What follows belongs to an exercise in optimizing a design on an open flow for small area and a short achievable clock period; a production flow would make more cautious choices.
In this exercise RTL edits were held to simulation tests only and were not proved equivalent to the original.

`design/flow/config.mk`:
```
export PLATFORM = sky130hd
export DESIGN_NAME = top_module_d11
export DESIGN_NICKNAME = top_module_d11
export VERILOG_FILES = /design/flow/design.v
export SDC_FILE = /design/flow/constraint.sdc
export NUM_CORES = 4
export LEC_CHECK = 0
export CAP_MARGIN = 20
export CORE_MARGIN = 2
export CORE_UTILIZATION = 65
export CTS_CLUSTER_DIAMETER = 80
export CTS_CLUSTER_SIZE = 32
export PLACE_DENSITY = 0.72
export SLEW_MARGIN = 20
```
`design/flow/constraint.sdc`:
```
create_clock -name core_clock -period 10.0 [get_ports {i_clk}]
set_input_delay 2.0000 -clock core_clock [delete_from_list [all_inputs] [get_ports {i_clk}]]
set_output_delay 2.0000 -clock core_clock [all_outputs]
set_load 0.01 [all_outputs]
```
`design/flow/design.v`:
```
module M0_Share1(
    i_in1,
    o_out1
);
input wire [0:15] i_in1;
output wire [0:15] o_out1;
assign o_out1[ 0] = i_in1[4] ^ i_in1[ 8] ^ i_in1[12];
assign o_out1[ 1] = i_in1[1] ^ i_in1[ 9] ^ i_in1[13];
assign o_out1[ 2] = i_in1[2] ^ i_in1[ 6] ^ i_in1[14];
assign o_out1[ 3] = i_in1[3] ^ i_in1[ 7] ^ i_in1[11];
assign o_out1[ 4] = i_in1[0] ^ i_in1[ 4] ^ i_in1[ 8];
assign o_out1[ 5] = i_in1[5] ^ i_in1[ 9] ^ i_in1[13];
assign o_out1[ 6] = i_in1[2] ^ i_in1[10] ^ i_in1[14];
assign o_out1[ 7] = i_in1[3] ^ i_in1[ 7] ^ i_in1[15];
assign o_out1[ 8] = i_in1[0] ^ i_in1[ 4] ^ i_in1[12];
assign o_out1[ 9] = i_in1[1] ^ i_in1[ 5] ^ i_in1[ 9];
assign o_out1[10] = i_in1[6] ^ i_in1[10] ^ i_in1[14];
assign o_out1[11] = i_in1[3] ^ i_in1[11] ^ i_in1[15];
assign o_out1[12] = i_in1[0] ^ i_in1[ 8] ^ i_in1[12];
assign o_out1[13] = i_in1[1] ^ i_in1[ 5] ^ i_in1[13];
assign o_out1[14] = i_in1[2] ^ i_in1[ 6] ^ i_in1[10];
assign o_out1[15] = i_in1[7] ^ i_in1[11] ^ i_in1[15];
endmodule
module M1_Share1(
    i_in1,
    o_out1
);
input wire [0:15] i_in1;
output wire [0:15] o_out1;
assign o_out1[ 0] = i_in1[0] ^ i_in1[ 4] ^ i_in1[ 8];
assign o_out1[ 1] = i_in1[5] ^ i_in1[ 9] ^ i_in1[13];
assign o_out1[ 2] = i_in1[2] ^ i_in1[10] ^ i_in1[14];
assign o_out1[ 3] = i_in1[3] ^ i_in1[ 7] ^ i_in1[15];
assign o_out1[ 4] = i_in1[0] ^ i_in1[ 4] ^ i_in1[12];
assign o_out1[ 5] = i_in1[1] ^ i_in1[ 5] ^ i_in1[ 9];
assign o_out1[ 6] = i_in1[6] ^ i_in1[10] ^ i_in1[14];
assign o_out1[ 7] = i_in1[3] ^ i_in1[11] ^ i_in1[15];
assign o_out1[ 8] = i_in1[0] ^ i_in1[ 8] ^ i_in1[12];
assign o_out1[ 9] = i_in1[1] ^ i_in1[ 5] ^ i_in1[13];
assign o_out1[10] = i_in1[2] ^ i_in1[ 6] ^ i_in1[10];
assign o_out1[11] = i_in1[7] ^ i_in1[11] ^ i_in1[15];
assign o_out1[12] = i_in1[4] ^ i_in1[ 8] ^ i_in1[12];
assign o_out1[13] = i_in1[1] ^ i_in1[ 9] ^ i_in1[13];
assign o_out1[14] = i_in1[2] ^ i_in1[ 6] ^ i_in1[14];
assign o_out1[15] = i_in1[3] ^ i_in1[ 7] ^ i_in1[11];
endmodule
module Mprime_cir(
    in,
    out
);
input wire [0:63] in;
output wire [0:63] out;
M0_Share1 m00_Share1(
    .i_in1 (in[0:15]),
    .o_out1 (out[0:15])
);
M1_Share1 m10_Share1(
    .i_in1 (in[16:31]),
    .o_out1 (out[16:31])
);
M1_Share1 m11_Share1(
    .i_in1 (in[32:47]),
    .o_out1 (out[32:47])
);
M0_Share1 m01_Share1(
    .i_in1 (in[48:63]),
    .o_out1 (out[48:63])
);
endmodule
module affine_2sh(
    in1,
    in2,
    out1,
    out2
);
parameter N=64;
input wire [N - 1 : 0] in1;
input wire [N - 1 : 0] in2;
output wire [N - 1 : 0] out1;
output wire [N - 1 : 0] out2;
genvar i;
generate
for (i=0; i<16; i= i + 1) begin : SHARE1
    affine_share1 sh1(
        .i_in1 (in1[3 + i * 4  : i * 4]),
        .o_out1 (out1[3 + i * 4  : i * 4])
    );
end
endgenerate
generate
for (i=0; i<16; i= i + 1) begin : SHARE2
    affine_share2 sh2(
        .i_in2 (in2[3 + i * 4  : i * 4]),
        .o_out2 (out2[3 + i * 4  : i * 4])
    );
end
endgenerate
endmodule
module affine_share1 (
    i_in1,
    o_out1
);        
    input wire [0:3] i_in1;
    output wire [0:3] o_out1;
    wire x1, w1, v1, u1;
    assign x1 = i_in1[0];
    assign w1 = i_in1[1];
    assign v1 = i_in1[2];
    assign u1 = i_in1[3];
    assign o_out1[3] = 1 ^ v1 ;
    assign o_out1[2] = u1 ^ v1 ^ w1 ;
    assign o_out1[1] = 1 ^ x1 ;
    assign o_out1[0] = w1 ;
endmodule
module affine_share2 (
    i_in2,
    o_out2
);         
    input wire [0:3] i_in2;
    output wire [0:3] o_out2;
    wire x2, w2, v2, u2;
    assign x2 = i_in2[0];
    assign w2 = i_in2[1];
    assign v2 = i_in2[2];
    assign u2 = i_in2[3];
    assign o_out2[3] = v2 ;
    assign o_out2[2] = u2 ^ v2 ^ w2 ;
    assign o_out2[1] = x2 ;
    assign o_out2[0] = w2 ;
endmodule
module inv_sr_2sh(
    in1,
    in2,
    out1,
    out2
);
    parameter N = 64;
    input wire [N - 1 : 0] in1;
    input wire [N - 1 : 0] in2;
    output wire [N - 1 : 0] out1;
    output wire [N - 1 : 0] out2;
    inv_sr_cir sh1(
        .in   (in1),
        .out (out1)
    );
    inv_sr_cir sh2(
        .in   (in2),
        .out (out2)
    );
endmodule
module inv_sr_cir(
    in,
    out
);
input wire [0 : 63] in;
output wire [0 : 63] out;
genvar  i;
generate
  for  ( i  =  0 ;  i  <  16 ;  i  =  i + 1 )
    begin  :  mix
       assign  out[((20*i) % 64):((20*i) % 64) + 3] = in[i*4 : i*4 + 3];
    end
endgenerate
endmodule
module mprime_cir_2sh(
    in1,
    in2,
    out1,
    out2
);
    parameter N = 64;
    input wire [N - 1 : 0] in1;
    input wire [N - 1 : 0] in2;
    output wire [N - 1 : 0] out1;
    output wire [N - 1 : 0] out2;
    Mprime_cir sh1(
        .in   (in1),
        .out (out1)
    );
    Mprime_cir sh2(
        .in   (in2),
        .out (out2)
    );
endmodule
module mux_cir(
    sel,
    a,
    b,
    out
);
parameter N = 64;
input wire sel;
input wire [N - 1 : 0] a;
input wire [N - 1 : 0] b;
output wire [N - 1 : 0] out;
assign out = sel? a : b;
endmodule
module mux_cir_2sh(
    sel,
    a1,
    a2,
    b1,
    b2,
    out1,
    out2
);
    parameter N = 64;
    input wire sel;
    input wire [N - 1 : 0] a1;
    input wire [N - 1 : 0] a2;
    input wire [N - 1 : 0] b1;
    input wire [N - 1 : 0] b2;
    output wire [N - 1 : 0] out1;
    output wire [N - 1 : 0] out2;
    mux_cir sh1(
        .sel (sel),
        .a   (a1),
        .b   (b1),
        .out (out1)
    );
    mux_cir sh2(
        .sel (sel),
        .a   (a2),
        .b   (b2),
        .out (out2)
    );
endmodule
module out_key_share_flip(
    in_key,
    out_key
);
input wire [63 : 0] in_key;
output wire [63 : 0] out_key;
assign out_key = {in_key[0], in_key[63 : 2], in_key[1] ^ in_key[63]};
endmodule
module s (
  in1,
  in2,
  out1,
  out2,
  out3,
  out4
);
    input wire [3:0] in1;
    input wire [3:0] in2;
    output wire [7:0] out1;
    output wire [7:0] out2;
    output wire [7:0] out3;
    output wire [7:0] out4;
    s_bit1 sb1_inst (
      .in1 (in1),
      .in2 (in2),
      .out (out1)
    );
    s_bit2 sb2_inst (
      .in1 (in1),
      .in2 (in2),
      .out (out2)
    );
    s_bit3 sb3_inst (
      .in1 (in1),
      .in2 (in2),
      .out (out3)
    );
    s_bit4 sb4_inst (
      .in1 (in1),
      .in2 (in2),
      .out (out4)
    );
endmodule
module s_bit1 (
  in1,
  in2,
  out
);
    input wire [3:0] in1;
    input wire [3:0] in2;
    output wire [7:0] out;
    wire x1, y1, z1, w1;
    wire x2, y2, z2, w2;
    assign x1 = in1[3];
    assign x2 = in2[3];
    assign y1 = in1[2];
    assign y2 = in2[2];
    assign z1 = in1[1];
    assign z2 = in2[1];
    assign w1 = in1[0];
    assign w2 = in2[0];
    s_bit1_sh1 s_bit11_inst (
      .w1 (w1),
      .z1 (z1),
      .y1 (y1),
      .x1 (x1),
      .out1 (out[0])
    );
    s_bit1_sh2 s_bit12_inst (
      .w2 (w2),
      .z2 (z2),
      .y1 (y1),
      .x1 (x1),
      .out2 (out[1])
    );
    s_bit1_sh3 s_bit13_inst (
      .y2 (y2),
      .z1 (z1),
      .w2 (w2),
      .x1 (x1),
      .out3 (out[2])
    );
    s_bit1_sh4 s_bit14_inst (
      .y2 (y2),
      .w1 (w1),
      .z2 (z2),
      .out4 (out[3])
    );
    s_bit1_sh5 s_bit15_inst (
      .x2 (x2),
      .w2 (w2),
      .y1 (y1),
      .z1 (z1),
      .out5 (out[4])
    );
    s_bit1_sh6 s_bit16_inst (
      .x2 (x2),
      .w1 (w1),
      .y1 (y1),
      .z2 (z2),
      .out6 (out[5])
    );
    s_bit1_sh7 s_bit17_inst (
      .x2 (x2),
      .y2 (y2),
      .w1 (w1),
      .z1 (z1),
      .out7 (out[6])
    );
    s_bit1_sh8 s_bit18_inst (
      .y2 (y2),
      .w2 (w2),
      .z2 (z2),
      .out8 (out[7])
    );
endmodule
module s_bit1_sh1 (
  w1,
  z1,
  y1,
  x1,
  out1
);
    input wire w1;
    input wire z1;
    input wire y1;
    input wire x1;
    output wire out1;
    assign out1 = 1'b1 ^ y1 ^ x1 ^ z1 & w1 ^ y1 & z1 ^ x1 & w1 ^ x1 & y1 ^ y1 & z1 & w1 ;
endmodule
module s_bit1_sh2 (
  w2,
  z2,
  y1,
  x1,
  out2
);
    input wire w2;
    input wire z2;
    input wire y1;
    input wire x1;
    output wire out2;
    assign out2 = z2 & w2 ^ y1 & z2 ^ x1 & w2 ^ y1 & z2 & w2 ;
endmodule
module s_bit1_sh3 (
  y2,
  z1,
  w2,
  x1,
  out3
);
    input wire y2;
    input wire z1;
    input wire w2;
    input wire x1;
    output wire out3;
    assign out3 = y2 ^ z1 & w2 ^ y2 & z1 ^ x1 & y2 ^ y2 & z1 & w2 ;
endmodule
module s_bit1_sh4 (
  y2,
  w1,
  z2,
  out4
);
    input wire y2;
    input wire w1;
    input wire z2;
    output wire out4;
    assign out4 = z2 & w1 ^ y2 & z2 ^ y2 & z2 & w1 ;
endmodule
module s_bit1_sh5 (
  x2,
  w2,
  y1,
  z1,
  out5
);
    input wire x2;
    input wire w2;
    input wire y1;
    input wire z1;
    output wire out5;
    assign out5 = x2 ^ x2 & w2 ^ x2 & y1 ^ y1 & z1 & w2 ;
endmodule
module s_bit1_sh6 (
  x2,
  w1,
  y1,
  z2,
  out6
);
    input wire x2;
    input wire w1;
    input wire y1;
    input wire z2;
    output wire out6;
    assign out6 = x2 & w1 ^ y1 & z2 & w1 ;
endmodule
module s_bit1_sh7 (
  x2,
  y2,
  w1,
  z1,
  out7
);
    input wire x2;
    input wire y2;
    input wire w1;
    input wire z1;
    output wire out7;
    assign out7 = x2 & y2 ^ y2 & z1 & w1 ;
endmodule
module s_bit1_sh8 (
  y2,
  w2,
  z2,
  out8
);
    input wire y2;
    input wire w2;
    input wire z2;
    output wire out8;
    assign out8 = y2 & z2 & w2 ;
endmodule
module s_bit2 (
  in1,
  in2,
  out
);
    input wire [3:0] in1;
    input wire [3:0] in2;
    output wire [7:0] out;
    wire x1, y1, z1, w1;
    wire x2, y2, z2, w2;
    assign x1 = in1[3];
    assign x2 = in2[3];
    assign y1 = in1[2];
    assign y2 = in2[2];
    assign z1 = in1[1];
    assign z2 = in2[1];
    assign w1 = in1[0];
    assign w2 = in2[0];
    s_bit2_sh1 s_bit21_inst (
      .w1 (w1),
      .z1 (z1),
      .y1 (y1),
      .x1 (x1),
      .out1 (out[0])
    );
    s_bit2_sh2 s_bit22_inst (
      .w2 (w2),
      .y1 (y1),
      .z2 (z2),
      .x1 (x1),
      .out2 (out[1])
    );
    s_bit2_sh3 s_bit23_inst (
      .y2 (y2),
      .w2 (w2),
      .z1 (z1),
      .x1 (x1),
      .out3 (out[2])
    );
    s_bit2_sh4 s_bit24_inst (
      .y2 (y2),
      .w1 (w1),
      .z2 (z2),
      .x1 (x1),
      .out4 (out[3])
    );
    s_bit2_sh5 s_bit25_inst (
      .x2 (x2),
      .z1 (z1),
      .y1 (y1),
      .w2 (w2),
      .out5 (out[4])
    );
    s_bit2_sh6 s_bit26_inst (
      .x2 (x2),
      .w1 (w1),
      .z2 (z2),
      .y1 (y1),
      .out6 (out[5])
    );
    s_bit2_sh7 s_bit27_inst (
      .x2 (x2),
      .y2 (y2),
      .w1 (w1),
      .z1 (z1),
      .out7 (out[6])
    );
    s_bit2_sh8 s_bit28_inst (
      .x2 (x2),
      .y2 (y2),
      .w2 (w2),
      .z2 (z2),
      .out8 (out[7])
    );
endmodule
module s_bit2_sh1 (
  w1,
  z1,
  y1,
  x1,
  out1
);
    input wire w1;
    input wire z1;
    input wire y1;
    input wire x1;
    output wire out1;
    assign out1 = 1'b1 ^ y1 & w1 ^ y1 & z1 ^ x1 & z1 ^ y1 & z1 & w1 ^ x1 & y1 & z1 ;
endmodule
module s_bit2_sh2 (
  w2,
  y1,
  z2,
  x1,
  out2
);
    input wire w2;
    input wire y1;
    input wire z2;
    input wire x1;
    output wire out2;
    assign out2 = y1 & w2 ^ y1 & z2 ^ x1 & z2 ^ y1 & z2 & w2 ^ x1 & y1 & z2 ;
endmodule
module s_bit2_sh3 (
  y2,
  w2,
  z1,
  x1,
  out3
);
    input wire y2;
    input wire w2;
    input wire z1;
    input wire x1;
    output wire out3;
    assign out3 = y2 & w2 ^ y2 & z1 ^ y2 & z1 & w2 ^ x1 & y2 & z1 ;
endmodule
module s_bit2_sh4 (
  y2,
  w1,
  z2,
  x1,
  out4
);
    input wire y2;
    input wire w1;
    input wire z2;
    input wire x1;
    output wire out4;
    assign out4 = y2 & w1 ^ y2 & z2 ^ y2 & z2 & w1 ^ x1 & y2 & z2 ;
endmodule
module s_bit2_sh5 (
  x2,
  z1,
  y1,
  w2,
  out5
);
    input wire x2;
    input wire z1;
    input wire y1;
    input wire w2;
    output wire out5;
    assign out5 = x2 & z1 ^ y1 & z1 & w2 ^ x2 & y1 & z1 ;
endmodule
module s_bit2_sh6 (
  x2,
  w1,
  z2,
  y1,
  out6
);
    input wire x2;
    input wire w1;
    input wire z2;
    input wire y1;
    output wire out6;
    assign out6 = x2 & z2 ^ y1 & z2 & w1 ^ x2 & y1 & z2 ;
endmodule
module s_bit2_sh7 (
  x2,
  y2,
  w1,
  z1,
  out7
);
    input wire x2;
    input wire y2;
    input wire w1;
    input wire z1;
    output wire out7;
    assign out7 = y2 & z1 & w1 ^ x2 & y2 & z1 ;
endmodule
module s_bit2_sh8 (
  x2,
  y2,
  w2,
  z2,
  out8
);
    input wire x2;
    input wire y2;
    input wire w2;
    input wire z2;
    output wire out8;
    assign out8 = y2 & z2 & w2 ^ x2 & y2 & z2 ;
endmodule
module s_bit3 (
  in1,
  in2,
  out
);
    input wire [3:0] in1;
    input wire [3:0] in2;
    output wire [7:0] out;
    wire x1, y1, z1, w1;
    wire x2, y2, z2, w2;
    assign x1 = in1[3];
    assign x2 = in2[3];
    assign y1 = in1[2];
    assign y2 = in2[2];
    assign z1 = in1[1];
    assign z2 = in2[1];
    assign w1 = in1[0];
    assign w2 = in2[0];
    s_bit3_sh1 s_bit31_inst (
      .w1 (w1),
      .z1 (z1),
      .y1 (y1),
      .x1 (x1),
      .out1 (out[0])
    );
    s_bit3_sh2 s_bit32_inst (
      .w2 (w2),
      .z2 (z2),
      .y1 (y1),
      .x1 (x1),
      .out2 (out[1])
    );
    s_bit3_sh3 s_bit33_inst (
      .y2 (y2),
      .z1 (z1),
      .w2 (w2),
      .x1 (x1),
      .out3 (out[2])
    );
    s_bit3_sh4 s_bit34_inst (
      .y2 (y2),
      .w1 (w1),
      .z2 (z2),
      .x1 (x1),
      .out4 (out[3])
    );
    s_bit3_sh5 s_bit35_inst (
      .x2 (x2),
      .w2 (w2),
      .z1 (z1),
      .y1 (y1),
      .out5 (out[4])
    );
    s_bit3_sh6 s_bit36_inst (
      .x2 (x2),
      .w1 (w1),
      .z2 (z2),
      .y1 (y1),
      .out6 (out[5])
    );
    s_bit3_sh7 s_bit37_inst (
      .x2 (x2),
      .y2 (y2),
      .w1 (w1),
      .z1 (z1),
      .out7 (out[6])
    );
    s_bit3_sh8 s_bit38_inst (
      .x2 (x2),
      .y2 (y2),
      .w2 (w2),
      .z2 (z2),
      .out8 (out[7])
    );
endmodule
module s_bit3_sh1 (
  w1,
  z1,
  y1,
  x1,
  out1
);
    input wire w1;
    input wire z1;
    input wire y1;
    input wire x1;
    output wire out1;
    assign out1 = w1 ^ x1 ^ z1 & w1 ^ x1 & w1 ^ x1 & z1 ^ x1 & z1 & w1 ^ x1 & y1 & z1 ;
endmodule
module s_bit3_sh2 (
  w2,
  z2,
  y1,
  x1,
  out2
);
    input wire w2;
    input wire z2;
    input wire y1;
    input wire x1;
    output wire out2;
    assign out2 = w2 ^ z2 & w2 ^ x1 & w2 ^ x1 & z2 ^ x1 & z2 & w2 ^ x1 & y1 & z2 ;
endmodule
module s_bit3_sh3 (
  y2,
  z1,
  w2,
  x1,
  out3
);
    input wire y2;
    input wire z1;
    input wire w2;
    input wire x1;
    output wire out3;
    assign out3 = z1 & w2 ^ x1 & z1 & w2 ^ x1 & y2 & z1 ;
endmodule
module s_bit3_sh4 (
  y2,
  w1,
  z2,
  x1,
  out4
);
    input wire y2;
    input wire w1;
    input wire z2;
    input wire x1;
    output wire out4;
    assign out4 = z2 & w1 ^ x1 & z2 & w1 ^ x1 & y2 & z2 ;
endmodule
module s_bit3_sh5 (
  x2,
  w2,
  z1,
  y1,
  out5
);
    input wire x2;
    input wire w2;
    input wire z1;
    input wire y1;
    output wire out5;
    assign out5 = x2 ^ x2 & w2 ^ x2 & z1 ^ x2 & z1 & w2 ^ x2 & y1 & z1 ;
endmodule
module s_bit3_sh6 (
  x2,
  w1,
  z2,
  y1,
  out6
);
    input wire x2;
    input wire w1;
    input wire z2;
    input wire y1;
    output wire out6;
    assign out6 = x2 & w1 ^ x2 & z2 ^ x2 & z2 & w1 ^ x2 & y1 & z2 ;
endmodule
module s_bit3_sh7 (
  x2,
  y2,
  w1,
  z1,
  out7
);
    input wire x2;
    input wire y2;
    input wire w1;
    input wire z1;
    output wire out7;
    assign out7 = x2 & z1 & w1 ^ x2 & y2 & z1 ;
endmodule
module s_bit3_sh8 (
  x2,
  y2,
  w2,
  z2,
  out8
);
    input wire x2;
    input wire y2;
    input wire w2;
    input wire z2;
    output wire out8;
    assign out8 = x2 & z2 & w2 ^ x2 & y2 & z2 ;
endmodule
module s_bit4 (
  in1,
  in2,
  out
);
    input wire [3:0] in1;
    input wire [3:0] in2;
    output wire [7:0] out;
    wire x1, y1, z1, w1;
    wire x2, y2, z2, w2;
    assign x1 = in1[3];
    assign x2 = in2[3];
    assign y1 = in1[2];
    assign y2 = in2[2];
    assign z1 = in1[1];
    assign z2 = in2[1];
    assign w1 = in1[0];
    assign w2 = in2[0];
    s_bit4_sh1 s_bit41_inst (
      .w1 (w1),
      .z1 (z1),
      .y1 (y1),
      .x1 (x1),
      .out1 (out[0])
    );
    s_bit4_sh2 s_bit42_inst (
      .w2 (w2),
      .z2 (z2),
      .y1 (y1),
      .x1 (x1),
      .out2 (out[1])
    );
    s_bit4_sh3 s_bit43_inst (
      .y2 (y2),
      .z1 (z1),
      .w2 (w2),
      .x1 (x1),
      .out3 (out[2])
    );
    s_bit4_sh4 s_bit44_inst (
      .y2 (y2),
      .w1 (w1),
      .z2 (z2),
      .x1 (x1),
      .out4 (out[3])
    );
    s_bit4_sh5 s_bit45_inst (
      .x2 (x2),
      .z1 (z1),
      .y1 (y1),
      .w2 (w2),
      .out5 (out[4])
    );
    s_bit4_sh6 s_bit46_inst (
      .x2 (x2),
      .w1 (w1),
      .y1 (y1),
      .z2 (z2),
      .out6 (out[5])
    );
    s_bit4_sh7 s_bit47_inst (
      .x2 (x2),
      .y2 (y2),
      .w1 (w1),
      .z1 (z1),
      .out7 (out[6])
    );
    s_bit4_sh8 s_bit48_inst (
      .x2 (x2),
      .y2 (y2),
      .w2 (w2),
      .z2 (z2),
      .out8 (out[7])
    );
endmodule
module s_bit4_sh1 (
  w1,
  z1,
  y1,
  x1,
  out1
);
    input wire w1;
    input wire z1;
    input wire y1;
    input wire x1;
    output wire out1;
    assign out1 = 1'b1 ^ z1 ^ x1 ^ y1 & z1 ^ x1 & y1 ^ y1 & z1 & w1 ^ x1 & z1 & w1 ^ x1 & y1 & w1 ;
endmodule
module s_bit4_sh2 (
  w2,
  z2,
  y1,
  x1,
  out2
);
    input wire w2;
    input wire z2;
    input wire y1;
    input wire x1;
    output wire out2;
    assign out2 = z2 ^ y1 & z2 ^ y1 & z2 & w2 ^ x1 & z2 & w2 ^ x1 & y1 & w2 ;
endmodule
module s_bit4_sh3 (
  y2,
  z1,
  w2,
  x1,
  out3
);
    input wire y2;
    input wire z1;
    input wire w2;
    input wire x1;
    output wire out3;
    assign out3 = y2 & z1 ^ x1 & y2 ^ y2 & z1 & w2 ^ x1 & z1 & w2 ^ x1 & y2 & w2 ;
endmodule
module s_bit4_sh4 (
  y2,
  w1,
  z2,
  x1,
  out4
);
    input wire y2;
    input wire w1;
    input wire z2;
    input wire x1;
    output wire out4;
    assign out4 = y2 & z2 ^ y2 & z2 & w1 ^ x1 & z2 & w1 ^ x1 & y2 & w1 ;
endmodule
module s_bit4_sh5 (
  x2,
  z1,
  y1,
  w2,
  out5
);
    input wire x2;
    input wire z1;
    input wire y1;
    input wire w2;
    output wire out5;
    assign out5 = x2 ^ x2 & y1 ^ y1 & z1 & w2 ^ x2 & z1 & w2 ^ x2 & y1 & w2 ;
endmodule
module s_bit4_sh6 (
  x2,
  w1,
  y1,
  z2,
  out6
);
    input wire x2;
    input wire w1;
    input wire y1;
    input wire z2;
    output wire out6;
    assign out6 = y1 & z2 & w1 ^ x2 & z2 & w1 ^ x2 & y1 & w1 ;
endmodule
module s_bit4_sh7 (
  x2,
  y2,
  w1,
  z1,
  out7
);
    input wire x2;
    input wire y2;
    input wire w1;
    input wire z1;
    output wire out7;
    assign out7 = x2 & y2 ^ y2 & z1 & w1 ^ x2 & z1 & w1 ^ x2 & y2 & w1 ;
endmodule
module s_bit4_sh8 (
  x2,
  y2,
  w2,
  z2,
  out8
);
    input wire x2;
    input wire y2;
    input wire w2;
    input wire z2;
    output wire out8;
    assign out8 = y2 & z2 & w2 ^ x2 & z2 & w2 ^ x2 & y2 & w2 ;
endmodule
module sbox_rmsk (
    in1,
    in2,
    in3,
    in4,
    in_rand,
    out1,
    out2,
    out3,
    out4
);
input wire [7 : 0] in1;
input wire [7 : 0] in2;
input wire [7 : 0] in3;
input wire [7 : 0] in4;
input wire [11 : 0] in_rand;
output wire [7 : 0] out1;
output wire [7 : 0] out2;
output wire [7 : 0] out3;
output wire [7 : 0] out4;
wire [2 : 0] r1;
wire [2 : 0] r2;
wire [2 : 0] r3;
wire [2 : 0] r4;
wire [2 : 0] r1_inv;
wire [2 : 0] r2_inv;
wire [2 : 0] r3_inv;
wire [2 : 0] r4_inv;
assign r1 = in_rand[2 : 0];
assign r2 = in_rand[5 : 3];
assign r3 = in_rand[8 : 6];
assign r4 = in_rand[11 : 9];
assign r1_inv = {r1[0],r1[1],r1[2]};
assign r2_inv = {r2[0],r2[1],r2[2]};
assign r3_inv = {r3[0],r3[1],r3[2]};
assign r4_inv = {r4[0],r4[1],r4[2]};
  assign out1 = {in1[7], in1[6:4] ^ r1, in1[3:1] ^ r1_inv, in1[0]};
  assign out2 = {in2[7], in2[6:4] ^ r2, in2[3:1] ^ r2_inv, in2[0]};
  assign out3 = {in3[7], in3[6:4] ^ r3, in3[3:1] ^ r3_inv, in3[0]};
  assign out4 = {in4[7], in4[6:4] ^ r4, in4[3:1] ^ r4_inv, in4[0]};
endmodule
module share_reg(
    i_clk,
    i_d,
    o_q
);
input wire i_clk;
input wire i_d;
output wire o_q;
reg state;
always @(posedge i_clk )
begin
        state <= i_d;
end
assign o_q = state;
endmodule
module sr_2sh(
    in1,
    in2,
    out1,
    out2
);
    parameter N = 64;
    input wire [N - 1 : 0] in1;
    input wire [N - 1 : 0] in2;
    output wire [N - 1 : 0] out1;
    output wire [N - 1 : 0] out2;
    sr_cir sh1(
        .in   (in1),
        .out (out1)
    );
    sr_cir sh2(
        .in   (in2),
        .out (out2)
    );
endmodule
module sr_cir(
    in,
    out
);
input wire [0 : 63] in;
output wire [0 : 63] out;
genvar  i;
generate
  for  ( i  =  0 ;  i  <  16 ;  i  =  i + 1 )
    begin  :  mix
       assign  out[((52*i) % 64):((52*i) % 64) + 3] = in[i*4 : i*4 + 3];
    end
endgenerate
endmodule
module xor_cir(
    a,
    b,
    out
);
parameter N = 64;
input wire [N - 1 : 0] a;
input wire [N - 1 : 0] b;
output wire [N - 1 : 0] out;
assign out = a ^ b;
endmodule
module xor_cir4(
    in1,
    in2,
    in3,
    in4,
    out
);
parameter N = 1;
input wire [N - 1 : 0] in1;
input wire [N - 1 : 0] in2;
input wire [N - 1 : 0] in3;
input wire [N - 1 : 0] in4;
output wire [N - 1 : 0] out;
  assign out = in1 ^ in2 ^ in3 ^ in4;
endmodule
module xor_cir_2sh(
    a1,
    a2,
    b1,
    b2,
    out1,
    out2
);
    parameter N = 64;
    input wire [N - 1 : 0] a1;
    input wire [N - 1 : 0] a2;
    input wire [N - 1 : 0] b1;
    input wire [N - 1 : 0] b2;
    output wire [N - 1 : 0] out1;
    output wire [N - 1 : 0] out2;
    xor_cir sh1(
        .a   (a1),
        .b   (b1),
        .out (out1)
    );
    xor_cir sh2(
        .a   (a2),
        .b   (b2),
        .out (out2)
    );
endmodule
module top_module_d11(
    i_clk,
    i_reset,
    i_start,
    i_load,
    i_enc_dec,
    i_pt1,
    i_pt2,
    i_key1,
    i_key2,
    i_r,
    o_ct1,
    o_ct2,
    o_done
);
input  i_start;
input  i_clk;
input  i_reset;
input  i_enc_dec;
input  i_load;
input  [191 : 0] i_r;
input  [63 : 0] i_pt1;
input  [63 : 0] i_pt2;
input  [127 : 0] i_key1;
input  [127 : 0] i_key2;
output wire [63 : 0] o_ct1;
output wire [63 : 0] o_ct2;
output wire o_done;
localparam [63:0] ALPHA = 64'hc0ac29b7c97c50dd;
reg        idle;
reg        halt;
reg        done_reg;
reg  [4:0] cnt;      
reg  [3:0] m_fw;     
reg  [3:0] m_bw;     
reg        enc_dec_reg;
wire load_now  = idle & i_load;
wire start_now = idle & ~i_load & i_start;
wire last      = ~idle & ~halt & (cnt == 5'd23);
always @(posedge i_clk or posedge i_reset)
begin
    if (i_reset == 1'b1) begin
        idle     <= 1'b1;
        halt     <= 1'b0;
        done_reg <= 1'b0;
    end else begin
        done_reg <= last;
        if (start_now)
            idle <= 1'b0;
        else if (halt && !i_start)
            idle <= 1'b1;
        if (last)
            halt <= 1'b1;
        else if (!i_start)
            halt <= 1'b0;
    end
end
always @(posedge i_clk)
begin
    if (idle) begin
        cnt  <= 5'd1;
        m_fw <= 4'b0011;
        m_bw <= 4'b0101;
    end else begin
        cnt  <= cnt + 5'd1;
        m_fw <= {cnt < 5'd10, cnt < 5'd11, cnt < 5'd10, cnt < 5'd11};
        m_bw <= {cnt >= 5'd12, cnt >= 5'd12, cnt >= 5'd13, cnt >= 5'd13};
    end
end
always @(posedge i_clk)
begin
    if (load_now)
        enc_dec_reg <= i_enc_dec;
end
assign o_done = done_reg;
reg  [4:0] rsel;
reg        rflip;
reg  [4:0] rsel_next;
always @(*) begin
    case (cnt[4:1])
        4'd0:  rsel_next = 5'b00001;    
        4'd1:  rsel_next = 5'b00010;    
        4'd2:  rsel_next = 5'b00100;
        4'd3:  rsel_next = 5'b01000;
        4'd4:  rsel_next = 5'b10000;    
        4'd6:  rsel_next = 5'b10000;    
        4'd7:  rsel_next = 5'b01000;
        4'd8:  rsel_next = 5'b00100;
        4'd9:  rsel_next = 5'b00010;
        default: rsel_next = 5'b00001;  
    endcase
end
always @(posedge i_clk)
begin
    rsel  <= rsel_next;
    rflip <= (cnt >= 5'd11) ^ enc_dec_reg;
end
localparam [63:0] RC1 = 64'h13198a2e03707344;
localparam [63:0] RC2 = 64'ha4093822299f31d0;
localparam [63:0] RC3 = 64'h082efa98ec4e6c89;
localparam [63:0] RC4 = 64'h452821e638d01377;
localparam [63:0] RC5 = 64'hbe5466cf34e90c6c;
wire [63:0] rc = (({64{rsel[0]}} & RC1) | ({64{rsel[1]}} & RC2) |
                  ({64{rsel[2]}} & RC3) | ({64{rsel[3]}} & RC4) |
                  ({64{rsel[4]}} & RC5)) ^ ({64{rflip}} & ALPHA);
reg  [63:0] k1_1, k1_2;
reg  [63:0] kw_1, kw_2;
wire [63:0] ik0f_1, ik0f_2;
out_key_share_flip in_ok1(.in_key(i_key1[127:64]), .out_key(ik0f_1));
out_key_share_flip in_ok2(.in_key(i_key2[127:64]), .out_key(ik0f_2));
wire [63:0] k0in_1  = i_enc_dec ? ik0f_1 : i_key1[127:64];
wire [63:0] k0in_2  = i_enc_dec ? ik0f_2 : i_key2[127:64];
wire [63:0] k0out_1 = i_enc_dec ? i_key1[127:64] : ik0f_1;
wire [63:0] k0out_2 = i_enc_dec ? i_key2[127:64] : ik0f_2;
always @(posedge i_clk)
begin
    if (load_now) begin
        k1_1 <= i_key1[63:0];
        k1_2 <= i_key2[63:0];
        kw_1 <= k0out_1 ^ i_key1[63:0] ^ (i_enc_dec ? 64'h0 : ALPHA);
        kw_2 <= k0out_2 ^ i_key2[63:0];
    end
end
reg  [63:0] st1, st2;
reg  [31:0] sreg [15:0];
wire [63:0] comp1, comp2;
genvar i;
generate
for (i = 0; i < 16; i = i + 1) begin : SB
    wire [7:0] so1, so2, so3, so4;
    wire [7:0] rm1, rm2, rm3, rm4;
    s sbox(
        .in1 (st1[4*i + 3 : 4*i]),
        .in2 (st2[4*i + 3 : 4*i]),
        .out1(so1),
        .out2(so2),
        .out3(so3),
        .out4(so4)
    );
    sbox_rmsk rmsk(
        .in1 (so1),
        .in2 (so2),
        .in3 (so3),
        .in4 (so4),
        .in_rand (i_r[11 + 12*i : 12*i]),
        .out1(rm1),
        .out2(rm2),
        .out3(rm3),
        .out4(rm4)
    );
    always @(posedge i_clk)
        sreg[i] <= {rm4, rm3, rm2, rm1};
    assign comp1[4*i + 0] = ^sreg[i][ 3: 0];
    assign comp2[4*i + 0] = ^sreg[i][ 7: 4];
    assign comp1[4*i + 1] = ^sreg[i][11: 8];
    assign comp2[4*i + 1] = ^sreg[i][15:12];
    assign comp1[4*i + 2] = ^sreg[i][19:16];
    assign comp2[4*i + 2] = ^sreg[i][23:20];
    assign comp1[4*i + 3] = ^sreg[i][27:24];
    assign comp2[4*i + 3] = ^sreg[i][31:28];
end
endgenerate
wire [63:0] rk1 = k1_1 ^ rc;
wire [63:0] rk2 = k1_2;
wire [63:0] oa1, oa2;
affine_2sh outaff(.in1(comp1), .in2(comp2), .out1(oa1), .out2(oa2));
wire [63:0] bk1, bk2;
inv_sr_2sh invsr(.in1(oa1 ^ rk1), .in2(oa2 ^ rk2), .out1(bk1), .out2(bk2));
wire [63:0] sel_bw = {{16{m_bw[3]}}, {16{m_bw[2]}}, {16{m_bw[1]}}, {16{m_bw[0]}}};
wire [63:0] sel_fw = {{16{m_fw[3]}}, {16{m_fw[2]}}, {16{m_fw[1]}}, {16{m_fw[0]}}};
wire [63:0] z1 = (sel_bw & bk1) | (~sel_bw & comp1);
wire [63:0] z2 = (sel_bw & bk2) | (~sel_bw & comp2);
wire [63:0] w1, w2;
mprime_cir_2sh mprime(.in1(z1), .in2(z2), .out1(w1), .out2(w2));
wire [63:0] ws1, ws2;
sr_2sh srows(.in1(w1), .in2(w2), .out1(ws1), .out2(ws2));
wire [63:0] wa1, wa2;
affine_2sh inaff(.in1(w1), .in2(w2), .out1(wa1), .out2(wa2));
wire [63:0] rv1 = (sel_fw & (ws1 ^ rk1)) | (~sel_fw & wa1);
wire [63:0] rv2 = (sel_fw & (ws2 ^ rk2)) | (~sel_fw & wa2);
wire [63:0] x0_1 = i_pt1 ^ k0in_1 ^ i_key1[63:0] ^ (i_enc_dec ? ALPHA : 64'h0);
wire [63:0] x0_2 = i_pt2 ^ k0in_2 ^ i_key2[63:0];
always @(posedge i_clk)
begin
    if (idle) begin
        if (i_load) begin
            st1 <= x0_1;
            st2 <= x0_2;
        end
    end else begin
        st1 <= rv1;
        st2 <= rv2;
    end
end
assign o_ct1 = oa1 ^ kw_1;
assign o_ct2 = oa2 ^ kw_2;
endmodule
```
`design/flow/flow/run.sh`:
```
#!/bin/bash
set -euo pipefail
export BUFFER_PORTS_ARGS="-buffer_cell sky130_fd_sc_hd__buf_1"
bash standard.sh SETUP_SLACK_MARGIN=5.5 finish > standard_flow.log 2>&1
```
`design/flow/standard.sh`:
```
#!/bin/bash
# synth_recipe.tcl (not shown) runs the flow's synth.tcl, then flattens the netlist and writes it again
# the make line also repeats each setting of config.mk as NAME=value (left out here)
make -C /OpenROAD-flow-scripts/flow DESIGN_CONFIG=/design/flow/config.mk WORK_HOME=/design/flow/orfs CLKGATE_MAP_FILE= SYNTH_SCRIPT=/design/flow/synth_recipe.tcl "${@:-finish}"
```
==> results of run 1 <==
per-layer routing:
metal	track usage, %	vias to the layer above	routed length (um)
met5	0	-	67
met4	26.24	10	14940
met3	9.952	613	24020
met2	67.76	2954	92850
met1	54.97	22327	76210
li1	-	21105	-
worst max-delay path by stage:
stage	from	depth (start not counted)	slack (ns)	endpoint
after floorplan	i_load	2	3.77	enc_dec_reg$_DFFE_PP_
after global placement	i_load	5	5.22	kw_2[25]$_DFFE_PP_
after detailed placement	i_load	5	5.17	kw_2[25]$_DFFE_PP_
after CTS	sreg[5][6]$_DFF_P_	6	5.36	o_ct2[21]
after global routing	sreg[5][5]$_DFF_P_	6	5.40	o_ct2[21]
final	sreg[9][0]$_DFF_P_	6	5.46	o_ct1[37]
through the flow:
step	util [%]	hold slack, ns	std cells	worst slack [ns]
finish	72.41	0.4626	7816	5.456
CTS	71.91	0.4503	7778	5.362
detailed placement	69.07	0.4351	7660	5.174
global route	72.39	0.5091	7808	5.399
floorplan	-	0.4209	6064	3.770
global placement	69.05	0.4278	7660	5.220
layout make-up:
cell class              instances  area, um2  share of cell area (%)
well taps                    1176       1471                   2.265
diodes                         19      47.55                 0.07317
flip-flops and latches        919      22280                   34.29
repair buffers                822       3573                   5.500
clock inverters                37      475.5                  0.7317
clock buffers                  51       1234                   1.899
multi-input cells            4694      35510                   54.65
inverters                      98      380.4                  0.5854
worst reg2reg max path, cell delays in order (launching register included):
cell	delay, ns
dfxtp_1	0.71
buf_4	0.32
nor2_1	0.14
xnor2_1	0.17
buf_4	0.21
xor3_1	0.23
a21oi_1	0.60
xnor2_1	0.23
xnor2_1	0.62
nor2_1	0.10
a211oi_1	0.75
a21oi_1	0.10
logic make-up after synthesis:
group                      Yosys count
xor gates and xnor gates          2275
and+or+nand+nor                   1117
AOI/OAI and AO/OA                 1070
DFF                                919
buffers and inverters              451
muxes                              184
adders and majority gates           48
what timing repair did:
action                     CTS  global route
setup endpoints to repair   31            25
resized for setup           82            41
pin swaps                   26            18
buffers inserted            30            19
cells in the final DEF, fill, tap and decap left out, types with 26 or more instances in the layout:
master	netlist	routed
xnor2_1	1647	1567
buf_1	44	701
dfxtp_1	531	522
xor2_1	524	514
a21oi_1	501	501
nand2_1	437	436
edfxtp_1	385	385
o21ai_0	338	338
nor2_1	307	306
mux2i_1	169	169
nor2b_1	139	139
buf_4	1	108
inv_1	93	92
xnor2_2	22	88
nand3_1	59	59
nand2b_1	51	51
clkbuf_16	0	49
o21ai_1	46	46
o211ai_1	45	45
xnor3_1	49	45
ha_1	34	34
and3_1	32	32
nor3_1	31	31
a211oi_1	32	31
xor3_1	29	26
Yosys cell counts (44+ instances only):
master and count:
nand2_1 437, nand3_1 59, xor2_1 524, o211ai_1 45
nor2b_1 139, dfxtp_1 531, edfxtp_1 385, inv_1 93
o21ai_1 46, nor2_1 307, a21oi_1 501, xnor2_1 1647
xnor3_1 49, o21ai_0 338, clkbuf_1 298, mux2i_1 169
nand2b_1 51, buf_1 44
==> flow_summary.ini, run 1 <==
[clock_tree]
cts_sinks = 919
insertion_delay_ns = 0.70
clock_path_buffers = 3
postCtsHoldBufs = 0
htreeDepth = 2
cts_buffers = 47
cts_tree = yes
clk_pin_slew_ns = 0.12
cts_root_buf = clkbuf_16

[critical_path]
reg2reg_from = rsel[2]$_DFF_P_
rrSetupSlack_ns = 5.54
path_cells = xnor2_2, xnor2_2, buf_6, xor3_2, xnor2_4, buf_6
cp_num_buf_inv = 2
worstRegToRegCells = 11
path_class = flip-flop to primary output
cp.arrival_ns = 2.54
worstSetupStartpointType = flip-flop
cpMaxStageDelayCell = xor3_2
slowest_delay_ns = 0.51
cp_max_fo = 2
r2r_end = st1[38]$_DFFE_PN_
path_delay_family = XOR/XNOR gates
cp-end-kind = primary output
cp_data_required_time_ns = 8.00

[yosys]
synthXorXnorAreaFrac_pct = 36.28
synthCells = 6064
synth_top_family_by_area = XOR/XNOR gates
synth_top_cell_area_share_pct = 24.61
syn_avg_cell_area_um2 = 9.666
synth_cell_types = 68
synth_compound_area_share_pct = 9.985
synth_edf_count = 385
yosys.area.top_type = xnor2_1
yosysWarningCount = 2
ys_ff_latch = 919
synthMuxAreaShare_pct = 3.183
synth_ff_type = dfxtp_1
yosysSeqAreaShare_pct = 37.99
synth_nets = 6679
async_reset_ff_share_pct = 0.3264
synth-adder-area-share_pct = 0.9648
synth_area_leaders = xnor2_1, edfxtp_1, dfxtp_1
synth-simple-area-share_pct = 8.658
syn_area_mm2 = 0.05862

[cells_and_area]
drive_gt1_share_pct = 5.724
regMostFlops = sreg
fillers = 6968
area_growth_syn_to_layout_pct = 10.85
final_nets = 7197
largest_reg_flops = 512
finalInstanceArea_mm2 = 0.06498

[die]
die-area_mm2 = 0.09260
die-height_um = 304.3
io_pins = 710
initial_core_util_pct = 65.32
rows = 110
die_width_um = 304.3
core_area_mm2 = 0.08974

[detailed_routing]
totalWireLength_um = 208100
drc = 0
wl_per_cell_um = 26.62
dr.pass1.iters = 6
drt-initial-drc-count = 6153
drtAntennaViolNets = 0
viasPerCell = 6.014
routed-via-count = 47009

[timing]
drv_slew = 0
hold_viol = 0
worstMarginPinSlew_ns = 1.245
max_clock_freq_ghz = 0.2201
fin_skew_ns = 0.06149
post-route-period-util_pct = 45.44
max_slew_margin_pct = 16.20
final.setup.tns_ns = 0
period_needed_ns = 4.544
rsz0062_at_grt = yes
setup_viol = 0

[min_path]
holdPathStages = 1
hold_end = rflip$_DFF_P_
hold_path.class = flip-flop to flip-flop
worstHoldStart = enc_dec_reg$_DFFE_PP_

[global_route]
grt_start_max_net_pins = 181
grt_pass1_vias = 44033
antenna_found_initial = 21
grt_pass1_wl_um = 293300
grt_usage_pct = 43.38
overflow = 0

[place]
io_buffer_count = 709
place_area_mm2 = 0.06198
dp_hpwl_um = 161600
place.gp.congestion = 1.055

[run]
maxCapViolCount = 0

[outcome]
outcome = finished clean
==> run 2, diff against run 1 <==
--- a/design/flow/config.mk
+++ b/design/flow/config.mk
@@ -11,4 +11,3 @@
 export CTS_CLUSTER_DIAMETER = 80
 export CTS_CLUSTER_SIZE = 32
-export PLACE_DENSITY = 0.72
 export SLEW_MARGIN = 20
==> run 2 against run 1 <==
Net effect: core utilization about the same; non-clock buffer count down 4; fmax about the same; synthesized cell count unchanged; clock-buffer cell count up 5; routed wire length up 1.4%; largest cell class unchanged.
==> flow_summary.ini, run 2 <==
[cells_and_area]
regMostFlops = sreg
final_nets = 7192
fin_cells = 7802
layout_common_cells = xnor2_1, buf_1, dfxtp_1, xor2_1, a21oi_1
final_core_util_pct = 72.41
drive_gt1_share_pct = 5.760
final_common_cell = xnor2_1
largest_reg_flops = 512
area_growth_syn_to_layout_pct = 10.85

[timing]
max_slew_margin_pct = 22.94
final.setup.tns_ns = 0
drv_slew = 0
max_clock_freq_ghz = 0.2201
period_needed_ns = 4.544
worst_hold_slack_ns = 0.4581
hold_viol = 0
setup_viol = 0
rsz0062_at_grt = yes
fin_skew_ns = 0.05433
worstMarginPinSlew_ns = 1.147
post-route-period-util_pct = 45.44

[yosys]
synth-simple-area-share_pct = 8.658
synth_edf_count = 385
syn_avg_cell_area_um2 = 9.666
synthCells = 6064
synth_cell_types = 68
ys_ff_latch = 919
synth_common_cells = xnor2_1, dfxtp_1, xor2_1
synth_nets = 6679
synth_top_cell_area_share_pct = 24.61
yosysWarningCount = 2
synthXorXnorAreaFrac_pct = 36.28
synth_area_leaders = xnor2_1, edfxtp_1, dfxtp_1
synthMuxAreaShare_pct = 3.183
yosys.area.top_type = xnor2_1
synth-adder-area-share_pct = 0.9648
synth_most_common_cell = xnor2_1
async_reset_ff_share_pct = 0.3264
synth_ff_type = dfxtp_1
syn_area_mm2 = 0.05862
synth_top_family_by_area = XOR/XNOR gates
synth_compound_area_share_pct = 9.985
yosysSeqAreaShare_pct = 37.99

[critical_path]
cp_data_required_time_ns = 8.00
path_delay_family = XOR/XNOR gates
slowest_delay_ns = 0.42
cp_max_fo = 5
path_cells = xnor2_1, xnor2_1, buf_4, xnor2_2, xnor2_2, buf_1
cpMaxStageDelayCell = xnor2_1
cp-end-kind = primary output
worstSetupStartpointType = flip-flop
cp_num_buf_inv = 2
path_class = flip-flop to primary output
cp.arrival_ns = 2.54

[clock_tree]
clk_pin_slew_ns = 0.12
cts_buffers = 46
postCtsHoldBufs = 0
cts_tree = yes
cts_sinks = 919
cts_root_buf = clkbuf_16
clock_path_buffers = 3
htreeDepth = 2
insertion_delay_ns = 0.69

[place]
dp_cells = 7659
io_buffer_count = 709
place.gp.congestion = 1.054
dp_hpwl_um = 165200

[detailed_routing]
drtAntennaViolNets = 0
totalWireLength_um = 211000
drt-initial-drc-count = 6467
drc = 0
dr.pass1.iters = 6
wl_per_cell_um = 27.05
viasPerCell = 6.033
routed-via-count = 47068

[global_route]
antenna_found_initial = 16
overflow = 0
grt_start_max_net_pins = 130
grt_pass1_vias = 43809
grt_usage_pct = 44.00
grt_pass1_wl_um = 296100

[run]
maxCapViolCount = 0

[die]
core_area_mm2 = 0.08974
die-height_um = 304.3
die_width_um = 304.3
io_pins = 710
rows = 110
initial_core_util_pct = 65.32
die-area_mm2 = 0.09260

[outcome]
outcome = finished clean

[min_path]
hold_path.class = flip-flop to flip-flop
-- run 2: path summary, 6_finish.rpt --
check | start | end | slack, ns | cells past startpoint
worst max register to register | rsel[0]$_DFF_P_ | st1[26]$_DFFE_PN_ | 5.57 | 10
worst min-delay path | enc_dec_reg$_DFFE_PP_ | rflip$_DFF_P_ | 0.46 | 1
min in group asynchronous | i_reset | done_reg$_DFF_PP0_ | 1.15 | 2
max in group asynchronous | i_reset | idle$_DFFE_PP1P_ | 8.64 | 2
worst min register to register | enc_dec_reg$_DFFE_PP_ | rflip$_DFF_P_ | 0.46 | 1
worst max-delay path | sreg[5][13]$_DFF_P_ | o_ct2[21] | 5.46 | 6
-- run 2: final cells by class --
type | instances | area [um2]
Antenna cell | 11 | 27.53
Inverter | 98 | 380.4
Sequential cell | 919 | 22280
Clock buffer | 56 | 1325
Multi-Input combinational cell | 4694 | 35550
Tap cell | 1176 | 1471
Timing Repair Buffer | 818 | 3525
Clock inverter | 30 | 421.7
Fill cell | 6970 | 24760
-- run 2: stage by stage --
stage                     setup slack, ns  cell area [um2]
after CTS                           5.337            64560
after detailed placement            5.553            61950
after floorplan                     3.770            58640
after global routing                5.446            64970
after global placement              5.633            61940
final                               5.456            64980
-- run 2: what timing repair did --
item | 4_1_cts | 5_1_grt
buffers inserted | 28 | 18
pin swaps | 27 | 16
setup endpoints to repair | 31 | 25
gates resized for setup | 89 | 37
-- run 2: cell families (layout without fill, tap and decap cells) --
| kind of cell | Yosys count | in the layout |
|---|---|---|
| compound gates | 1070 | 1070 |
| other cells | 0 | 11 |
| mux | 184 | 184 |
| flops | 919 | 919 |
| simple gates | 1117 | 1117 |
| fa+ha+maj | 48 | 48 |
| xor+xnor | 2275 | 2275 |
| buf+inv | 451 | 1002 |
-- run 2: per-layer routing --
layer | global-route usage [%] | wire (um)
met5 | 0 | 94
met4 | 25.89 | 14680
met3 | 10.65 | 24240
met1 | 56.31 | 78470
met2 | 68.01 | 93560
==> run 3, diff against run 2 <==
--- a/design/flow/config.mk
+++ b/design/flow/config.mk
@@ -8,6 +8,6 @@
 export CAP_MARGIN = 20
 export CORE_MARGIN = 2
-export CORE_UTILIZATION = 65
+export CORE_UTILIZATION = 75
 export CTS_CLUSTER_DIAMETER = 80
-export CTS_CLUSTER_SIZE = 32
+export CTS_CLUSTER_SIZE = 25
 export SLEW_MARGIN = 20
==> run 3 against run 2 <==
Net effect: via count is 5.8% higher; hold slack lost 0.022 ns; synthesized cell count unchanged; register-to-register slack gained 0.02 ns; design area shrank 0.85%; area after synthesis unchanged; clock skew shrank 0.0097 ns; largest cell class unchanged.
==> flow_summary.ini, run 3 <==
[outcome]
outcome = finished clean

[critical_path]
worstRegToRegCells = 10
cp-end-kind = primary output
r2r_end = st1[38]$_DFFE_PN_
cp-startpoint = sreg[2][9]$_DFF_P_
worstSetupStartpointType = flip-flop
cpMaxStageDelayCell = xnor2_2
path_cells = xnor2_1, xnor2_2, xnor3_1, xor2_1, buf_1
cp.arrival_ns = 2.69
cp_data_required_time_ns = 8.00
slowest_delay_ns = 0.63
rrSetupSlack_ns = 5.59
reg2reg_from = rsel[1]$_DFF_P_
cp_max_fo = 3
path_class = flip-flop to primary output

[cells_and_area]
fin_cells = 7680
regMostFlops = sreg
layout_common_cells = xnor2_1, buf_1, dfxtp_1, xor2_1, a21oi_1
drive_gt1_share_pct = 5.184
largest_reg_flops = 512
final_common_cell = xnor2_1
final_nets = 7193
area_growth_syn_to_layout_pct = 9.915

[yosys]
yosysWarningCount = 2
synth_cell_types = 68
synth_most_common_cell = xnor2_1
syn_area_mm2 = 0.05862
synth_nets = 6679
synth_area_leaders = xnor2_1, edfxtp_1, dfxtp_1
synth_ff_type = dfxtp_1
yosysSeqAreaShare_pct = 37.99
synth_edf_count = 385
async_reset_ff_share_pct = 0.3264
synth_common_cells = xnor2_1, dfxtp_1, xor2_1
ys_ff_latch = 919
synth_top_cell_area_share_pct = 24.61
yosys.area.top_type = xnor2_1
syn_avg_cell_area_um2 = 9.666
synthCells = 6064

[detailed_routing]
totalWireLength_um = 215300
routed-via-count = 49809
drc = 0
drt-initial-drc-count = 7671
wl_per_cell_um = 28.04
drtAntennaViolNets = 0
dr.pass1.iters = 9
viasPerCell = 6.486

[clock_tree]
htreeDepth = 2
cts_buffers = 47
clock_path_buffers = 3
postCtsHoldBufs = 0
clk_pin_slew_ns = 0.10
cts_root_buf = clkbuf_16
insertion_delay_ns = 0.67
cts_sinks = 919
cts_tree = yes

[timing]
drv_slew = 0
max_clock_freq_ghz = 0.2134
setup_viol = 0
fin_skew_ns = 0.04467
hold_viol = 0
post-route-period-util_pct = 46.85
max_slew_margin_pct = 10.73
final.setup.tns_ns = 0
period_needed_ns = 4.685
rsz0062_at_grt = yes
worstMarginPinSlew_ns = 1.329

[die]
die_width_um = 283.6
die-height_um = 283.6
rows = 102
die-area_mm2 = 0.08041
io_pins = 710
core_area_mm2 = 0.07747
initial_core_util_pct = 75.67

[place]
dp_cells = 7519
io_buffer_count = 709
dp_hpwl_um = 162900
place.gp.congestion = 1.080

[global_route]
grt_pass1_wl_um = 304900
overflow = 0
grt_pass1_vias = 47288
antenna_found_initial = 25
grt_start_max_net_pins = 190
grt_usage_pct = 51.33

[min_path]
worstHoldStart = enc_dec_reg$_DFFE_PP_
holdPathStages = 1
hold_end = rflip$_DFF_P_
hold_path.class = flip-flop to flip-flop

[run]
maxCapViolCount = 0
[run 3: cells by family after synthesis]
family,share of synthesized area (%)
and+or+nand+nor,8.658
muxes,3.183
xor gates and xnor gates,36.28
adders and majority gates,0.9648
buffers and inverters,2.937
AOI/OAI and AO/OA,9.985
DFF,37.99
[run 3: final cells by class]
class                      instances  area (um2)
antenna                           24       60.06
clock buffer                      72        1401
clock inverter                    15       145.1
fill                            4551       13040
inverter                          98       380.4
multi-input combinational       4694       35340
sequential                       919       22280
tap                             1040        1301
timing repair buffer             818        3521
[run 3: worst max-delay path by stage]
stage	cells after the start	slack, ns	to
after floorplan	2	3.77	enc_dec_reg$_DFFE_PP_
after global placement	5	5.30	st2[39]$_DFFE_PN_
after detailed placement	7	5.25	st1[1]$_DFFE_PN_
after CTS	5	5.26	o_ct1[37]
after global routing	5	5.34	o_ct1[9]
final	5	5.31	o_ct1[9]
[run 3: timing repair]
| item | in CTS | in global routing |
|---|---|---|
| hold endpoints to repair | 0 | 0 |
| gates cloned | 0 | 0 |
| pin swaps | 13 | 20 |
| endpoints found under the setup margin | 31 | 27 |
| setup buffers | 15 | 35 |
| resized for setup | 60 | 33 |
[run 3: critical path, delay by kind of cell, from the launching register on]
kind	cells	cell delay, ns
DFF	1	0.33
xor gates and xnor gates	4	1.50
buffers and inverters	1	0.19
[run 3: per-stage QoR]
step	cell area [um2]	utilization [%]	setup WS (ns)	hold WS, ns
3_5_place_dp	61740	79.70	5.249	0.4409
4_1_cts	63860	82.44	5.260	0.4423
5_1_grt	64400	83.13	5.335	0.4577
2_1_floorplan	58640	-	3.770	0.4209
6_report	64430	83.17	5.315	0.4364
3_3_place_gp	61740	79.70	5.302	0.4278
[run 3: per-layer routing]
metal,vias to the layer above,wire (um),global-route usage [%]
li1,21127,-,-
met1,23226,70860,62.31
met2,4310,91560,77.40
met3,1132,32200,15.46
met4,14,20590,38.12
met5,-,91,0
==> run 4, diff against run 3 <==
--- a/design/flow/config.mk
+++ b/design/flow/config.mk
@@ -8,6 +8,7 @@
 export CAP_MARGIN = 20
 export CORE_MARGIN = 2
-export CORE_UTILIZATION = 75
+export CORE_UTILIZATION = 65
 export CTS_CLUSTER_DIAMETER = 80
 export CTS_CLUSTER_SIZE = 25
 export SLEW_MARGIN = 20
+export TNS_END_PERCENT = 0
==> run 4 against run 3 <==
Net effect: still clean; routed wire length down 2.9%; cell count grew 1.1%; critical path depth stayed put; clock skew shrank 0.019 ns; area after synthesis did not move; die area up 15%; highest routed layer unchanged.
==> flow_summary.ini, run 4 <==
[outcome]
outcome = finished clean

[cells_and_area]
drive_gt1_share_pct = 3.834
fillers = 7118
area_growth_syn_to_layout_pct = 9.010
layout_common_cells = xnor2_1, buf_1, dfxtp_1, xor2_1, a21oi_1
final_common_cell = xnor2_1
largest_reg_flops = 512
final_nets = 7149
finalInstanceArea_mm2 = 0.06390
final_core_util_pct = 71.21
regMostFlops = sreg
multi_input_area_mm2 = 0.03498
register_area_mm2 = 0.02228

[die]
core_area_mm2 = 0.08974
io_pins = 710
die-area_mm2 = 0.09260
rows = 110
die_width_um = 304.3
initial_core_util_pct = 65.32
die-height_um = 304.3

[critical_path]
path_class = flip-flop to primary output
cp.arrival_ns = 2.74
cp-end-kind = primary output
rrSetupSlack_ns = 5.53
worstSetupStartpointType = flip-flop
cp_max_fo = 2
cp_data_required_time_ns = 8.00

[yosys]
synth_top_family_by_area = XOR/XNOR gates
synth_compound_area_share_pct = 9.985
synthMuxAreaShare_pct = 3.183
synthCells = 6064
synth_area_leaders = xnor2_1, edfxtp_1, dfxtp_1
async_reset_ff_share_pct = 0.3264
synth_edf_count = 385
ys_ff_latch = 919
synth_common_cells = xnor2_1, dfxtp_1, xor2_1
synth-simple-area-share_pct = 8.658
synthXorXnorAreaFrac_pct = 36.28
yosysWarningCount = 2
synth_cell_types = 68
synth_most_common_cell = xnor2_1
synth_top_cell_area_share_pct = 24.61
syn_avg_cell_area_um2 = 9.666
syn_area_mm2 = 0.05862
yosys.area.top_type = xnor2_1
yosysSeqAreaShare_pct = 37.99
synth_ff_type = dfxtp_1
synth-adder-area-share_pct = 0.9648
synth_nets = 6679

[detailed_routing]
met2_length_um = 91630
totalWireLength_um = 209000
wl_per_cell_um = 26.93
drt-initial-drc-count = 6228
dr.pass1.iters = 6
viasPerCell = 6.047
drtAntennaViolNets = 0
highest_layer = met5
m1WireLength_um = 77120
wl_met3_um = 24920
drc = 0
routed-via-count = 46928

[timing]
max_clock_freq_ghz = 0.2108
worstMarginPinSlew_ns = 1.225
drv_slew = 0
period_needed_ns = 4.744
timing.final.ws_setup_ns = 5.256
final.setup.tns_ns = 0
fin_skew_ns = 0.02535
hold_viol = 0
post-route-period-util_pct = 47.44
setup_viol = 0
max_slew_margin_pct = 17.72
rsz0062_at_grt = yes

[global_route]
grt_start_max_net_pins = 130
overflow = 0
grt_pass1_wl_um = 294000
grt_pass1_vias = 43557
grt_usage_pct = 43.67
antenna_found_initial = 20

[clock_tree]
cts_root_buf = clkbuf_16
clock_path_buffers = 3
cts_sinks = 919
htreeDepth = 2
cts_buffers = 48
insertion_delay_ns = 0.68
cts_tree = yes
clk_pin_slew_ns = 0.10

[run]
maxCapViolCount = 0

[place]
place.gp.congestion = 1.054
io_buffer_count = 709
place_area_mm2 = 0.06195
dpl_worst_slack_ns = 5.553
dp_hpwl_um = 165200

[min_path]
hold_path.class = flip-flop to flip-flop
[run 4: cell counts after synthesis]
Identical to the previous run, type by type.
[run 4: area by class of cell]
class,count,share of cell area [%]
sequential,919,34.87
tap,1176,2.303
clock inverter,24,0.3525
antenna,12,0.04700
clock buffer,65,2.127
multi-input combinational,4694,54.74
inverter,98,0.5953
timing repair buffer,773,4.962
[run 4: worst paths after layout]
check / cells after the start / from / end
worst min register to register: 1 / enc_dec_reg$_DFFE_PP_ / rflip$_DFF_P_
worst max-delay path: 5 / sreg[1][3]$_DFF_P_ / o_ct1[5]
min in group asynchronous: 2 / i_reset / done_reg$_DFF_PP0_
worst max register to register: 10 / rsel[0]$_DFF_P_ / st1[26]$_DFFE_PN_
max in group asynchronous: 2 / i_reset / idle$_DFFE_PP1P_
worst min-delay path: 1 / enc_dec_reg$_DFFE_PP_ / rflip$_DFF_P_
[run 4: timing repair]
item | in CTS | in global routing
endpoints found under the setup margin | 31 | 35
hold buffers | 0 | 0
buffers inserted | 1 | 0
pin swaps | 2 | 1
gates resized for setup | 28 | 13
[run 4: worst max-delay path: stages, from the launching register on]
cell	delay (ns)
dfxtp_1	0.32
xnor2_1	0.15
xnor2_1	0.53
xnor3_1	0.53
xnor2_1	0.19
buf_1	0.35
[run 4: logic make-up after synthesis]
kind of cell               Yosys count
AOI/OAI and AO/OA                 1070
xor gates and xnor gates          2275
adders and majority gates           48
buffers and inverters              451
DFF                                919
muxes                              184
and+or+nand+nor                   1117
[run 4: metrics by stage]
| step | cells | hold slack (ns) |
|---|---|---|
| CTS | 7749 | 0.4642 |
| global placement | 7659 | 0.4377 |
| global route | 7760 | 0.5004 |
| detailed placement | 7659 | 0.4540 |
| finish | 7761 | 0.4628 |
| floorplan | 6064 | 0.4209 |
[run 4: metal layers]
| metal | GRT usage (%) | vias to the layer above |
|---|---|---|
| met2 | 66.60 | 2947 |
| li1 | - | 21023 |
| met4 | 27.16 | 16 |
| met5 | 0 | - |
| met3 | 10.32 | 610 |
| met1 | 56.22 | 22332 |

-- port drivers added, routing unchanged --
In the flow no input, the clock included, has a driving cell. The finished layouts below were timed again as built, in two steps.
Step 1 sets driving cells, clkbuf_16 on the clock port and buf_2 on the other inputs (assumed; they add their load-dependent delay and slew).
Step 2, shift: input delay + t, output delay - t, t = (earliest + latest rising clock arrival at the registers) / 2. This alone moves slack from input paths to output paths.
Slacks: ideal / step 1 / step 2; pairs: ideal / step 1.
run	t (ns)	setup slack, ns	hold WS [ns]	worst setup path at the end	worst register clock-pin slew, ns
run 1	0.749	5.456 / 5.379 / 4.970	0.463 / 0.463 / 0.463	input to register	0.12 / 0.12
run 2	0.748	5.456 / 5.374 / 5.440	0.458 / 0.458 / 0.458	input to register	0.12 / 0.12
run 3	0.724	5.315 / 5.238 / 5.135	0.436 / 0.436 / 0.436	input to register	0.11 / 0.11
run 4	0.744	5.256 / 5.177 / 5.466	0.463 / 0.463 / 0.463	input to register	0.11 / 0.11
After both steps every run listed still meets setup and hold. For run 1, which loses most, drivers alone change the setup slack by -0.077 ns; drivers and shift together by -0.486 ns.
